Source: an optimization exercise on an open RTL-to-GDS flow (aim: small area and a short achievable clock period). Production flows keep margins and buffers that such runs may drop. Only simulation tests tie the RTL to the original design; equivalence was not proved. Power and IR drop assume default switching activity.

File: config.mk
export PLATFORM = sky130hd
export DESIGN_NAME = arm7_execute
export DESIGN_NICKNAME = arm7_execute
export VERILOG_FILES = /design/flow/design.v
export SDC_FILE = /design/flow/constraint.sdc
export NUM_CORES = 4
export LEC_CHECK = 0
export CAP_MARGIN = 20
export CORE_MARGIN = 2
export CORE_UTILIZATION = 40
export SLEW_MARGIN = 20
File: constraint.sdc
create_clock -name core_clock -period 13.0 [get_ports {clk}]
set_input_delay 2.6000 -clock core_clock [delete_from_list [all_inputs] [get_ports {clk}]]
set_output_delay 2.6000 -clock core_clock [all_outputs]
set_load 0.01 [all_outputs]
File: design.v
module alu(opcode, operand_1, operand_2, result, nzcv_old, nzcv, c_from_shifter, isWriteback);
parameter N = 32; 
input[3:0] opcode;	 
input wire [N-1:0] operand_1;  
input wire [N-1:0] operand_2;
input wire[3:0] nzcv_old;  
input wire c_from_shifter; 
output reg isWriteback;  
output reg[N-1:0] result;  
output reg [3:0] nzcv; 	 
reg cin;
reg cout;
reg[N-1:0] neg;
always @(*) begin
	cin = 0;
	cout = 0;
	neg = 0;
	nzcv= nzcv_old;
	case(opcode)
		4'd0: begin
			result = operand_1 & operand_2;
			nzcv[1] = c_from_shifter;
			isWriteback = 1;
		end
		4'd1: begin
			result = operand_1 ^ operand_2;
			isWriteback = 1;
			nzcv[1] = c_from_shifter;
		end
		4'd2: begin
			neg = -operand_2;
			{cin, result[N-2:0]} = operand_1[N-2:0]+neg[N-2:0]; 
			{cout, result[N-1]} = cin+ operand_1[N-1]+neg[N-1];
			nzcv[1]  = cout;	 
			nzcv[0] = cin^cout;  
			isWriteback = 1;
		end
		4'd3: begin
			neg = -operand_1;
			{cin, result[N-2:0]} = operand_2[N-2:0]+neg[N-2:0]; 
			{cout, result[N-1]} = cin+ operand_2[N-1]+neg[N-1];
			nzcv[1]  = cout;	 
			nzcv[0] = cin^cout;  
			isWriteback = 1;
		end
		4'd4: begin
			{cin, result[N-2:0]} = operand_1[N-2:0]+operand_2[N-2:0]; 
			{cout, result[N-1]} = cin+ operand_1[N-1]+operand_2[N-1];
			nzcv[1]  = cout;	 
			nzcv[0] = cin^cout;  
			isWriteback = 1;
		end
		4'd5: begin
			{cin, result[N-2:0]} = operand_1[N-2:0]+operand_2[N-2:0]+nzcv_old[1]; 
			{cout, result[N-1]} = cin+ operand_1[N-1]+operand_2[N-1];
			nzcv[1]  = cout;	 
			nzcv[0] = cin^cout;  
			isWriteback = 1;
		end
		4'd6: begin
			neg = -operand_2;
			{cin, result[N-2:0]} = operand_1[N-2:0]+neg[N-2:0]+nzcv_old[1]-1; 
			{cout, result[N-1]} = cin+ operand_1[N-1]+neg[N-1];
			nzcv[1]  = cout;	 
			nzcv[0] = cin^cout;  
			isWriteback = 1;
		end
		4'd7: begin
			neg = -operand_1;
			{cin, result[N-2:0]} = operand_2[N-2:0]+neg[N-2:0]+nzcv_old[1]-1; 
			{cout, result[N-1]} = cin+ operand_2[N-1]+neg[N-1];
			nzcv[1]  = cout;	 
			nzcv[0] = cin^cout;  
			isWriteback = 1;
		end
		4'd8: begin
			result = operand_1 & operand_2;
			isWriteback = 0;
			nzcv[1] = c_from_shifter;
		end
		4'd9: begin
			result = operand_1 ^ operand_2;
			isWriteback = 0;
			nzcv[1] = c_from_shifter;
		end
		4'd10: begin
			neg = -operand_2;
			{cin, result[N-2:0]} = operand_1[N-2:0]+neg[N-2:0]; 
			{cout, result[N-1]} = cin+ operand_1[N-1]+neg[N-1];
			nzcv[1]  = cout;	 
			nzcv[0] = cin^cout;  
			isWriteback = 0;
		end
		4'd11: begin
			{cin, result[N-2:0]} = operand_1[N-2:0]+operand_2[N-2:0]; 
			{cout, result[N-1]} = cin+ operand_1[N-1]+operand_2[N-1];
			nzcv[1]  = cout;	 
			nzcv[0] = cin^cout;  
			isWriteback = 0;
		end
		4'd12: begin
			result = operand_1 | operand_2;
			isWriteback = 1;
			nzcv[1] = c_from_shifter;
		end
		4'd13: begin
			result = operand_2;
			isWriteback = 1;
			nzcv[1] =c_from_shifter;
		end
		4'd14: begin
			result = operand_1 & (~operand_2);
			isWriteback = 1;
			nzcv[1] =c_from_shifter;
		end
		4'd15: begin
			result = ~operand_2;
			isWriteback = 1;
			nzcv[1] = c_from_shifter;
		end
	endcase
	nzcv[3] = result[N-1]; 	 
	nzcv[2] = (result == 0);  
end
endmodule
module bshift(instr_bit_25,imm_value, Rm, Rs, operand2, cin, c_to_alu, direct_data, use_shifter);
	parameter n=32;
	input [n-1:0] direct_data;
	input use_shifter;
	input instr_bit_25;  
	input [11:0] imm_value;  
	input [n-1:0] Rm;
	input [n-1:0] Rs;
	output [n-1:0] operand2;  
	input cin;
	output reg c_to_alu;
	wire instr_bit_25;
	wire [11:0] imm_value;
	reg [n-1:0] in;
	reg [n-1:0] out;
	reg [7:0] shiftby;  
	reg [n-1:0] junk;
	assign operand2 =(use_shifter==1)?out:direct_data ;
	always @* begin 
		in = 0;
		shiftby = 0;
		junk = 0;
		out = 0;
		c_to_alu = 0;
		if (instr_bit_25) begin
			in[n-1:8] = 0;
			in[7:0] = imm_value[7:0];
			shiftby[0]=0;
			shiftby[7:4]=4'd0;
			shiftby[4:1] = imm_value[11:8];
			{junk,out} = {in,in} >> shiftby[7:0];
			if(shiftby[7:0]==0) c_to_alu = cin;
			else c_to_alu = out[31];
		end
		else begin  
			if(imm_value[6:4] == 0) begin
				in = Rm;
				{c_to_alu,out} = {cin ,in} << imm_value[11:7];
			end
			if(imm_value[6:4] == 3'd1) begin
				in = Rm;
				shiftby[7:0] = Rs[7:0];
				{c_to_alu,out} = {cin,in} << shiftby[7:0];
			end
			if(imm_value[6:4] == 3'd2) begin
				in = Rm;
				{out, c_to_alu} = {in,cin} >> imm_value[11:7];
			end
			if(imm_value[6:4] == 3'd3) begin
				in = Rm;
				shiftby[7:0] = Rs[7:0];
				{out, c_to_alu} = {in,cin} >> shiftby[7:0];
			end
			if(imm_value[6:4] == 3'd4) begin
				in = Rm;
				if(in[n-1]){junk,out, c_to_alu} = {32'hFFFFFFFF,in,cin} >> imm_value[11:7];
				else {out, c_to_alu} = {in,cin} >> imm_value[11:7];
			end
			if(imm_value[6:4] == 3'd5) begin
				in = Rm;
				shiftby[7:0] = Rs[7:0];
				if(in[n-1]) {junk,out, c_to_alu} = {32'hFFFFFFFF,in,cin} >> shiftby[7:0];
				else {out,c_to_alu} = {in,cin} >> shiftby[7:0];
			end
			if((imm_value[6:4] == 3'd6)&&(imm_value[11:7]!=5'd0)) begin
				in = Rm;
				{junk,out,c_to_alu} = {in,in,cin} >> imm_value[11:7];
			end
			if(imm_value[6:4] == 3'd7) begin
				in=Rm;
				shiftby[7:0] = Rs[7:0];
				{junk,out,c_to_alu} = {in,in,cin} >> shiftby[4:0];  
			end
			if((imm_value[6:4] == 3'd6)&&(imm_value[11:7]==5'd0)) begin
				in= Rm;
				{out, c_to_alu} = {cin, in};
			end
		end
	end
endmodule 
module cond ( nzcv,  condition_code, will_this_be_executed);
input wire[3:0] nzcv;
input wire[3:0] condition_code;
output reg will_this_be_executed;
always @* begin
case(condition_code)
	0: begin	 
	if(nzcv[2] == 1)  will_this_be_executed = 1;
	else will_this_be_executed = 0;	
	end
	1: begin  
	if(nzcv[2] == 0)  will_this_be_executed = 1;
	else will_this_be_executed = 0;	
	end
	2: begin  
	if(nzcv[1] == 1)  will_this_be_executed = 1;
	else will_this_be_executed = 0;	
	end	
	3: begin  
	if(nzcv[1] == 0)  will_this_be_executed = 1;
	else will_this_be_executed = 0;	
	end	
	4: begin  
	if(nzcv[3] == 1)  will_this_be_executed = 1;
	else will_this_be_executed = 0;	
	end	
	5: begin  
	if(nzcv[3] == 0)  will_this_be_executed = 1;
	else will_this_be_executed = 0;	
	end	
	6: begin  
	if(nzcv[0] == 1)  will_this_be_executed = 1;
	else will_this_be_executed = 0;	
	end	
	7: begin  
	if(nzcv[0] == 0)  will_this_be_executed = 1;
	else will_this_be_executed = 0;	
	end	
	8: begin  
	if(nzcv[1] == 1 && nzcv[2] == 0)  will_this_be_executed = 1;
	else will_this_be_executed = 0;	
	end	
	9: begin  
	if(nzcv[1] == 0 && nzcv[2] == 1)  will_this_be_executed = 1;
	else will_this_be_executed = 0;	
	end	
	10: begin  
	if(nzcv[3] == nzcv[0])  will_this_be_executed = 1;
	else will_this_be_executed = 0;	
	end	
	11: begin  
	if(nzcv[3] != nzcv[0])  will_this_be_executed = 1;
	else will_this_be_executed = 0;	
	end	
	12: begin  
	if(nzcv[2] == 0 && nzcv[3] == nzcv[0])  will_this_be_executed = 1;
	else will_this_be_executed = 0;	
	end	
	13: begin  
	if(nzcv[2] == 0 || nzcv[3] != nzcv[0])  will_this_be_executed = 1;
	else will_this_be_executed = 0;	
	end	
	14: begin  
	will_this_be_executed = 1;	
	end	
	15: begin  
	will_this_be_executed = 1;
	end
endcase
end
endmodule
module multiplier(    Rs, Rm, result  );
parameter N = 32; 
output wire[N-1:0] result;
input wire[N-1:0] Rs;
input wire[N-1:0] Rm;
assign result = Rm*Rs;
endmodule
module inst_decode(ir, instr_type);
input wire [31:0] ir;
output reg[3:0] instr_type;
always@* begin
	instr_type = 9;
	if(ir[27] == 1 && ir[26] ==1) instr_type = 12;
	if(ir[27] == 1 && ir[26] == 0) begin
		if(ir[25] == 0) instr_type = 10;
		else if(ir[25] == 1) instr_type = 11;
	end
	if(ir[27] == 0 && ir[26] == 1) begin
		if(ir[25] == 0) instr_type = 8;
		else begin
			if(ir[4] == 1) instr_type = 9;
			if(ir[4] == 0) instr_type = 8;
		end
	end
	if(ir[27] == 0 && ir[26] == 0) begin
		if(ir[25] == 1) instr_type = 7;
		else begin
			if(ir[11:8] == 4'b1111 && ir[7:4] == 4'b0001) instr_type = 2;
			else if( (( ir[7] ==1) && (ir[4] == 1)) == 0) instr_type = 7;
			else if( ir[6] == 1) instr_type = 6;
			else if( ir[6] == 0 && ir[5] == 1 && ir[22] == 1) instr_type = 5;
			else if( ir[6] == 0 && ir[5] == 1 && ir[22] == 1) instr_type = 4;
			else if( ir[6] == 0 && ir[5] == 0 && ir[24] == 1) instr_type = 3;
			else if( ir[6] == 0 && ir[5] == 0 && ir[24] == 0 && ir[23] ==1) instr_type = 1;
			else if( ir[6] == 0 && ir[5] == 0 && ir[24] == 0 && ir[23] ==0) instr_type = 0;
		end
	end
end
endmodule
module arm7_execute (
	input             clk,
	input      [31:0] instr_i,   
	input      [31:0] rn_i,      
	input      [31:0] rd_i,      
	input      [31:0] rs_i,      
	input      [31:0] rm_i,      
	input      [31:0] pc_i,      
	input      [3:0]  nzcv_i,    
	output reg [31:0] result_o,
	output reg [3:0]  nzcv_o,
	output reg        wb_o,
	output reg        exec_o
);
localparam T_MULTIPLY          = 4'd0;
localparam T_DATA_PROCESSING   = 4'd7;
localparam T_LOAD_STORE        = 4'd8;
localparam T_BRANCH            = 4'd11;
localparam OP_SUB              = 4'd2;
localparam OP_ADD              = 4'd4;
reg [31:0] instr_q, rn_q, rd_q, rs_q, rm_q, pc_q;
reg [3:0]  nzcv_q;
always @(posedge clk) begin
	instr_q <= instr_i;
	rn_q    <= rn_i;
	rd_q    <= rd_i;
	rs_q    <= rs_i;
	rm_q    <= rm_i;
	pc_q    <= pc_i;
	nzcv_q  <= nzcv_i;
end
wire [3:0]  instr_type;
wire [31:0] mult_result;
wire [31:0] shifter_result;
wire        c_to_alu;
wire [31:0] alu_result;
wire [3:0]  alu_nzcv;
wire        alu_is_writeback;
wire        will_this_be_executed;
reg        use_shifter;
reg [31:0] alu_operand_1;
reg [31:0] alu_operand_2;
reg [3:0]  alu_opcode;
inst_decode InstructionDecoder(
	.ir(instr_q),
	.instr_type(instr_type)
);
multiplier Multiplier(
	.Rs(rs_q),
	.Rm(rm_q),
	.result(mult_result)
);
always @(*) begin
	alu_operand_2 = 0;
	case (instr_type)
		T_DATA_PROCESSING: begin
			alu_operand_1 = rn_q;
			use_shifter = 1;
			alu_opcode = instr_q[24:21];
		end
		T_MULTIPLY: begin
			alu_operand_1 = (instr_q[21] == 1) ? rd_q : 32'd0;	 
			alu_operand_2 = mult_result;
			use_shifter = 0;
			alu_opcode = OP_ADD;
		end
		T_BRANCH: begin
			alu_operand_1 = pc_q - 4;
			alu_operand_2 = (instr_q[23] == 1) ? {6'b111111, instr_q[23:0], 2'b00} : {6'b000000, instr_q[23:0], 2'b00};
			use_shifter = 0;
			alu_opcode = OP_ADD;
		end
		T_LOAD_STORE: begin
			alu_operand_1 = rn_q;
			use_shifter = 1;
			alu_opcode = (instr_q[23] == 1) ? OP_ADD : OP_SUB;
		end
		default: begin
			alu_operand_1 = rn_q;
			use_shifter = 1;
			alu_opcode = OP_ADD;
		end
	endcase
end
bshift BarrelShifter(
	.instr_bit_25(instr_q[25]),
	.imm_value(instr_q[11:0]),
	.Rs(rs_q),
	.Rm(rm_q),
	.cin(nzcv_q[1]),
	.direct_data(alu_operand_2),
	.use_shifter(use_shifter),
	.operand2(shifter_result),
	.c_to_alu(c_to_alu)
);
alu ALU(
	.opcode(alu_opcode),
	.operand_1(alu_operand_1),
	.operand_2(shifter_result),
	.nzcv_old(nzcv_q),
	.c_from_shifter(c_to_alu),
	.result(alu_result),
	.nzcv(alu_nzcv),
	.isWriteback(alu_is_writeback)
);
cond conditionFieldChecker(
	.nzcv(nzcv_q),
	.condition_code(instr_q[31:28]),
	.will_this_be_executed(will_this_be_executed)
);
always @(posedge clk) begin
	result_o <= alu_result;
	nzcv_o   <= alu_nzcv;
	wb_o     <= alu_is_writeback;
	exec_o   <= will_this_be_executed;
end
endmodule
File: run.sh
#!/bin/bash
# synth_recipe.tcl (not shown) runs the flow's synth.tcl, then flattens the netlist and writes it again
# the make line also repeats each setting of config.mk as NAME=value (left out here)
make -C /OpenROAD-flow-scripts/flow DESIGN_CONFIG=/design/flow/config.mk WORK_HOME=/design/flow/orfs CLKGATE_MAP_FILE= SYNTH_SCRIPT=/design/flow/synth_recipe.tcl finish
==> impl_metrics.toml <==
[sta]
setup_viol = 0
period_share = 0.953
finalMaxSlewViolations = 0
finalHoldViolations = 0
skew_ps = 58.7
tns_ps = 0
grt_setup_unrepaired = "no"
worst_slew_pin_slew_ps = 1320
max-slew-margin-rel = 0.122
period_needed_ps = 12390
fmax_mhz = 80.7
hold_ws_ps = 581

[clock_network]
cts-root-buf = "clkbuf_16"
clk_latency_ps = 700
numCtsBuffers = 31
clk_pin_slew_ps = 80
h-tree-depth = 1
clkSinkCount = 233
clock_path_buffers = 3
cts_tree = "built"

[worst_setup_path]
arrival_ps = 12950
critPathTopFamily = "adder cells"
end_kind = "register"
critPathRequiredTime_ps = 13560
setup.worst_path.start_class = "register"
critPathBufInv = 5
slowest_delay_ps = 660
worstPathMaxFanout = 14
crit_path_frequent_cell = "fa_1"
cp_slowest_cell = "dfxtp_2"
worstSetupPathType = "register to register"

[synth]
syn-num-nets = 7248
yosysSeqAreaShare = 0.0919
synth_top_area_share = 0.164
synth_area_leader_cell = "fa_1"
synthTopCellsByArea = "fa_1 (16%), dfxtp_1 (9.2%), ha_1 (7.1%)"
synth-seq-cells = 233
synth-main-ff-cell = "dfxtp_1"
async_flop_share = 0
synth-edff-count = 0
syn-cell-area_mm2 = 0.0508
ys_types = 114
netlist_instances = 6347
ys_warn_count = 5
synth_area_per_cell_um2 = 8.00

[pwr]
intPower_w = 0.00647
sequentialPowerShare = 0.056
p_leak_nw = 23.3
pwr-share-clk = 0.059
power_frac_comb = 0.885
swShare = 0.589
p_total_w = 0.0158
p_switching_w = 0.00929
powerDensity_mw_per_mm2 = 279
ir_drop_v = 0.000827

[cells_and_area]
syn_to_final_growth_pct = 11.3
fill_cells = 12700
drive_gt1_frac = 0.115
postLayoutCellArea_mm2 = 0.0565
nets = 7286

[floorplan]
fp.dieW_um = 360
rows = 130
initial_utilization = 0.404
core_area_mm2 = 0.126
fp.dieArea_mm2 = 0.130
die_h_um = 360
num_io_pins = 235

[run]
max_cap_violations = 0

[global_route]
grt_pass1_vias = 52000
grt_use_total = 0.421
grt_first_pass_wirelength_um = 396000
antenna_found_initial = 30
grt_max_degree = 104
overflow = 0

[routing]
drc = 0
drtIter0Drc = 7692
drt_first_pass_iters = 8
drt_wl_total_um = 283000
post_drt_wl_per_cell_um = 35.0
vias = 54600
ant_nets = 0
vias_per_cell = 6.76

[place]
placed_area_mm2 = 0.0554
dp_hpwl_um = 223000
numPortBuffers = 234
place.gp.congestion = 1.07

[run_status]
outcome = "no timing/DRC/antenna violations"

[hold_path]
holdCritPathClass = "register to register"
-- synthesized netlist by cell type, drive strengths merged, types with 20 or more instances --
master and number:
nand2b 50, mux4 146, a22oi 48, o31ai 28
and3 42, a22o 22, a221o 23, dfxtp 233
mux2i 172, nor2b 36, a221oi 92, or2 43
o211ai 74, nand4 71, o2111ai 28, o22ai 59
and2 329, mux2 91, or3 41, ha 287
nor3 144, fa 417, o21a 46, nand2 636
xnor2 204, nor3b 26, a211o 35, a21oi 329
a2111oi 20, nor2 435, a211oi 98, nand3 117
o21ai 264, a311oi 21, xor2 70, a31oi 53
o221ai 50, a21o 58, buf 137, nor4 60
clkbuf 374, inv 519
-- kinds of logic (layout without fill, tap and decap cells) --
| group | Yosys count | count (layout) | synth area share |
|---|---|---|---|
| simple gates | 2126 | 2126 | 0.210 |
| compound gates | 1567 | 1567 | 0.216 |
| buf+inv | 1034 | 1094 | 0.0801 |
| fa+ha+maj | 704 | 704 | 0.235 |
| mux | 409 | 409 | 0.119 |
| xor+xnor | 274 | 274 | 0.0474 |
| flops | 233 | 233 | 0.0919 |
| other cells | 0 | 11 | 0 |
-- path summary, 6_finish.rpt --
check / endpoint / startpoint / slack, ps / cells after the start
min reg2reg: exec_o$_DFF_P_ / instr_q[31]$_DFF_P_ / 580 / 2
min: exec_o$_DFF_P_ / instr_q[31]$_DFF_P_ / 580 / 2
max: nzcv_o[2]$_DFF_P_ / rm_q[11]$_DFF_P_ / 610 / 39
max reg2reg: nzcv_o[2]$_DFF_P_ / rm_q[11]$_DFF_P_ / 610 / 39
-- placed cells by master, fill, tap and decap left out, types with 58 or more instances in the layout --
cell type	instances
a221oi_1	91
nor3_1	133
nand4_1	71
mux2_2	91
a21oi_1	328
fa_1	417
xor2_1	70
nor2_1	428
o21ai_0	251
a21o_1	58
mux2i_1	172
ha_1	286
inv_1	516
nand3_1	117
o22ai_1	58
buf_4	275
and2_1	328
clkdlybuf4s50_1	234
dfxtp_1	201
nand2_1	635
o211ai_1	73
a211oi_1	95
mux4_2	146
xnor2_1	203
-- per-layer routing --
metal	share of wire	GRT usage	vias up
li1	-	-	22800
met1	0.41	0.581	27100
met2	0.39	0.586	3809
met3	0.13	0.141	824
met4	0.060	0.203	20
met5	0.00042	0	-
-- cell type report --
class                      instances  area (um^2)  area share
clock inverter                    17          220     0.00390
clock buffer                      38          822      0.0145
inverter                         523         1960      0.0347
timing repair buffer             516         4530      0.0802
multi-input combinational       5080        42200       0.746
sequential                       233         4730      0.0836
tap                             1650         2060      0.0365
antenna                           11         27.5    0.000487
-- worst reg2reg max path: cells and delay by family (launching register included) --
kind	cells	cell delay, ps
buffers and inverters	5	370
AO/OA/AOI/OAI	12	2880
XOR/XNOR	1	300
flip-flops	1	660
AND/OR/NAND/NOR	10	2700
adder cells (fa/ha/maj)	11	5350
-- state kept, by name, summed over array words and instances (netlist names), 3 cells and up --
signal,cells
nzcv_q,4
rd_q,32
result_o,32
rn_q,32
rs_q,32
nzcv_o,3
rm_q,32
pc_q,32
instr_q,32
-- timing repair --
item	in CTS	in global routing
resized for setup	0	12
setup endpoints to repair	0	4
hold buffers	0	0
setup buffers	0	1
-- metrics by stage --
| stage | cells | setup slack, ps | util |
|---|---|---|---|
| 4_1_cts | 8055 | 492 | 0.449 |
| 5_1_grt | 8057 | 2.98 | 0.449 |
| 3_3_place_gp | 8000 | 852 | 0.440 |
| 3_5_place_dp | 8000 | 571 | 0.440 |
| 6_report | 8068 | 607 | 0.449 |
| 2_1_floorplan | 6347 | 85.1 | - |
-- power by group through the flow --
| stage | clock network, W | registers (W) | logic [W] |
|---|---|---|---|
| 6_report | 0.000934 | 0.000883 | 0.0139 |
| 5_1_grt | 0.000983 | 0.000891 | 0.0149 |
| 4_1_cts | 0.000962 | 0.000881 | 0.0137 |
| 3_5_place_dp | 0 | 0.000896 | 0.0136 |
| 3_3_place_gp | 0 | 0.000895 | 0.0135 |
| 2_1_floorplan | 0 | 0.000858 | 0.00861 |

afterwards: timing with drivers on the ports:
The flow's constraints put no driver on any port. The routed layout listed below was extracted and timed again, unchanged, in two steps.
Step 1: set_driving_cell puts a clkbuf_16 on clk and a buf_2 on each other input, an assumption about the parent block.
Step 2 also shifts input and output timing later by t, the mid clock arrival at the registers, as if the neighbouring blocks saw the same clock.
Three values: ideal ports, drivers, drivers and shift; two values: the first two.
t, ns: 0.747
setup WS [ns]: 0.607 / 0.607 / 0.607
latest minus earliest clock arrival (ns): 0.060 / 0.060
worst register clock-pin slew, ns: 0.08 / 0.08
pins driven straight from the clock port: 1
After both steps this run still meets setup and hold. The setup slack of this run moves by 0.000 ns with the drivers and by 0.000 ns with both steps.
